This is an optimization exercise on Yosys and OpenROAD, whose aim is small area, not a production implementation.
The RTL was checked by simulation tests, not by an equivalence proof against the original design.
No activity file was given, so power comes from the tool's default toggle rates.

==> flow/design.v (excerpt) <==
module ip_full_stack#(
    parameter CACHE_ADDRW = 5,
    parameter REQ_RET_CNT = 4,
    parameter REQ_RET_INT = 5,
    parameter REQ_TIMEOUT = 5
)(
    input  logic clk,
    input  logic reset,
    input  logic [47 : 0]  local_mac,
    input  logic [31 : 0]  local_ip,
    input  logic [31 : 0]  gateway_ip,
    input  logic [31 : 0]  subnet_mask,
    input  logic           clear_cache,
    input  logic           s_eth_hdr_valid,
    input  logic [47 : 0]  s_eth_dest_mac,
    input  logic [47 : 0]  s_eth_src_mac,
    input  logic [15 : 0]  s_eth_type,    
    input  logic [7  : 0]  s_eth_axi_payload_tdata,
    input  logic           s_eth_axi_payload_tvalid,
    input  logic           s_eth_axi_payload_tlast,    
    input  logic           s_eth_axi_payload_tuser,    
    output logic           s_eth_hdr_ready,
    output logic           s_eth_axi_payload_tready,
    input  logic           m_eth_hdr_ready,
    input  logic           m_eth_axi_payload_tready,
    output logic           m_eth_hdr_valid,
    output logic [47 : 0]  m_eth_dest_mac,
    output logic [47 : 0]  m_eth_src_mac,
    output logic [15 : 0]  m_eth_type,    
    output logic [7  : 0]  m_eth_axi_payload_tdata,
    output logic           m_eth_axi_payload_tvalid,
    output logic           m_eth_axi_payload_tlast,    
    output logic           m_eth_axi_payload_tuser,    
    input  logic           s_ip_hdr_valid,
    input  logic [5  : 0]  s_ip_dscp,
    input  logic [1  : 0]  s_ip_ecn,
    input  logic [15 : 0]  s_ip_len,       
    input  logic [7  : 0]  s_ip_ttl,
    input  logic [7  : 0]  s_ip_protocol,
    input  logic [31 : 0]  s_ip_src_ip,
    input  logic [31 : 0]  s_ip_dest_ip,
    input  logic [7  : 0]  s_ip_axi_payload_tdata,
    input  logic           s_ip_axi_payload_tvalid,
    input  logic           s_ip_axi_payload_tlast,
    input  logic           s_ip_axi_payload_tuser,
    output logic           s_ip_hdr_ready,
    output logic           s_ip_axi_payload_tready,
    input  logic           m_ip_hdr_ready,
    input  logic           m_ip_axi_payload_tready,
    output logic [47 : 0]  m_ip_eth_dest_mac,
    output logic [47 : 0]  m_ip_eth_src_mac,
    output logic [15 : 0]  m_ip_eth_type, 
    output logic           m_ip_hdr_valid,
    output logic [3  : 0]  m_ip_version,
    output logic [3  : 0]  m_ip_ihl,
    output logic [5  : 0]  m_ip_dscp,
    output logic [1  : 0]  m_ip_ecn,
    output logic [15 : 0]  m_ip_len,       
    output logic [15 : 0]  m_ip_iden,
    output logic [2  : 0]  m_ip_flags,
    output logic [12 : 0]  m_ip_frag_off,
    output logic [7  : 0]  m_ip_ttl,
    output logic [7  : 0]  m_ip_protocol,
    output logic [15 : 0]  m_ip_checksum,
    output logic [31 : 0]  m_ip_src_ip,
    output logic [31 : 0]  m_ip_dest_ip,
    output logic [7  : 0]  m_ip_axi_payload_tdata,
    output logic           m_ip_axi_payload_tvalid,
    output logic           m_ip_axi_payload_tlast,
    output logic           m_ip_axi_payload_tuser,
    output logic           rx_busy,
    output logic           tx_busy,
    output logic           rx_err_invalid_hdr,
    output logic           rx_err_invalid_checksum,
    output logic           rx_err_hdr_early_termination,
    output logic           rx_err_payload_early_termination,
    output logic           tx_err_payload_early_termination,
    output logic           tx_err_arp_failed
);
export LEC_CHECK = 0
export CAP_MARGIN = 20
export CORE_MARGIN = 2
export CORE_UTILIZATION = 40
export CTS_BUF_LIST = sky130_fd_sc_hd__clkbuf_4
export SLEW_MARGIN = 20
create_clock -name core_clock -period 10.0 [get_ports {clk}]
run.sh (not shown) runs the stock make flow with config.mk's settings and CLKGATE_MAP_FILE= SYNTH_SCRIPT=/design/flow/synth_recipe.tcl, a recipe that flattens the netlist after the stock synthesis.
Edit:
==> flow/flow/run.sh (new file) <==
#!/bin/bash
# Layout flow: the standard flow (standard.sh, unchanged synthesis, floorplan,
# power grid and routing) with two placement/CTS choices changed:
#  - the port buffers that global placement inserts on every input and output
#    are sky130_fd_sc_hd__buf_1 instead of the resizer's default choice;
#  - clock tree synthesis clusters up to 30 sinks within 60 um per leaf buffer and
#    inserts no dummy loads.
# make's full output goes to flow_make.log here; ORFS's per-step logs are under
# orfs/logs/.
set -euo pipefail
export BUFFER_PORTS_ARGS="-buffer_cell sky130_fd_sc_hd__buf_1"
export CTS_ARGS="-sink_clustering_enable -repair_clock_nets -dont_use_dummy_load -sink_clustering_size 30 -sink_clustering_max_diameter 60"
bash standard.sh finish > flow_make.log 2>&1
==> flow/standard.sh (new file) <==
#!/bin/bash
# synth_recipe.tcl (not shown) runs the flow's synth.tcl, then flattens the netlist and writes it again
# the make line also repeats each setting of config.mk as NAME=value (left out here)
make -C /OpenROAD-flow-scripts/flow DESIGN_CONFIG=/design/flow/config.mk WORK_HOME=/design/flow/orfs CLKGATE_MAP_FILE= SYNTH_SCRIPT=/design/flow/synth_recipe.tcl "${@:-finish}"
CTS_BUF_LIST = not set   (was sky130_fd_sc_hd__clkbuf_4)
CTS_CLUSTER_DIAMETER = 60   (was not set)
CTS_CLUSTER_SIZE = 30   (was not set)
removed: flow/run.sh
Result:
- The new run finished clean
- routed wire length decreases by 1.2%
- via count came out lower by 5.0%
- register-to-register slack gains 0.06 ns
- synthesized cell count does not change
- sequential cell count is unchanged
- global-route usage falls by 0.26 points
- design area falls by 6.4%
- cell count is lower by 8.6%
- setup slack loses 0.074 ns
Edit:
==> flow/run.sh (new file) <==
#!/bin/bash
# synth_recipe.tcl (not shown) runs the flow's synth.tcl, then flattens the netlist and writes it again
# the make line also repeats each setting of config.mk as NAME=value (left out here)
make -C /OpenROAD-flow-scripts/flow DESIGN_CONFIG=/design/flow/config.mk WORK_HOME=/design/flow/orfs CLKGATE_MAP_FILE= SYNTH_SCRIPT=/design/flow/synth_recipe.tcl finish
CTS_CLUSTER_DIAMETER = not set   (was 60)
CTS_CLUSTER_SIZE = not set   (was 30)
removed: flow/flow/run.sh
removed: flow/standard.sh
Non-clock buffer count came out lower by 9.
Setup slack is worse by 0.21 ns.
Fmax came out lower by a few percent.
Routed wire length came out higher slightly.
Clock-buffer cell count came out higher by 259.
Sequential power is about the same.
Utilization came out higher by 3.2 points.
Global-route usage barely changes.
Via count came out higher slightly.
Power came out higher by about a fifth.
Clock skew came out lower by 0.042 ns.
Edit:
CTS_CLUSTER_DIAMETER = 60   (was not set)
CTS_CLUSTER_SIZE = 30   (was not set)
The changed run completed with no timing, DRC or antenna violations.
Setup slack improves by 0.040 ns.
Utilization drops by 1.3 points.
Flip-flop and latch count stays the same.
Cell area shrinks by 2.7%.
Clock power is lower by 28%.
Register-to-register slack improves by 0.03 ns.
Synthesized area is unchanged.
Power fell by 9.0%.

-- separate check: timing with driven ports --
The flow's constraints put no driver on any port. The routed layouts listed below were extracted and timed again, unchanged, in two steps. Step 1: set_driving_cell puts a clkbuf_16 on clk and a buf_2 on each other input, an assumption about the parent block. Step 2 moves the port delays by t, midway between the first and last clock arrival at a register: inputs arrive t later, outputs are due t later. That takes back most of the time a late clock gives input paths. Slacks: ideal ports / drivers / drivers and shift; pairs: ideal ports / drivers.
| run | t (ns) | setup WS [ns] | hold WS [ns] | slew at the worst register clock pin (ns) | pins driven straight from the clock port |
|---|---|---|---|---|---|
| the first run | 1.456 | 2.524 / 2.524 / 1.252 | 0.384 / 0.384 / 0.384 | 0.08 / 0.08 | 1 |
| the second run | 0.992 | 2.450 / 2.476 / 1.484 | 0.396 / 0.396 / 0.396 | 0.12 / 0.12 | 1 |
| the third run | 0.993 | 2.245 / 2.342 / 1.349 | 0.415 / 0.415 / 0.415 | 0.07 / 0.07 | 1 |
| the fourth run | 1.010 | 2.285 / 2.371 / 1.362 | 0.417 / 0.417 / 0.417 | 0.12 / 0.12 | 1 |
After both steps setup and hold are still met in every run listed. The setup slack of the first run, which loses most, moves by 0.000 ns with the drivers and by -1.272 ns with both steps.
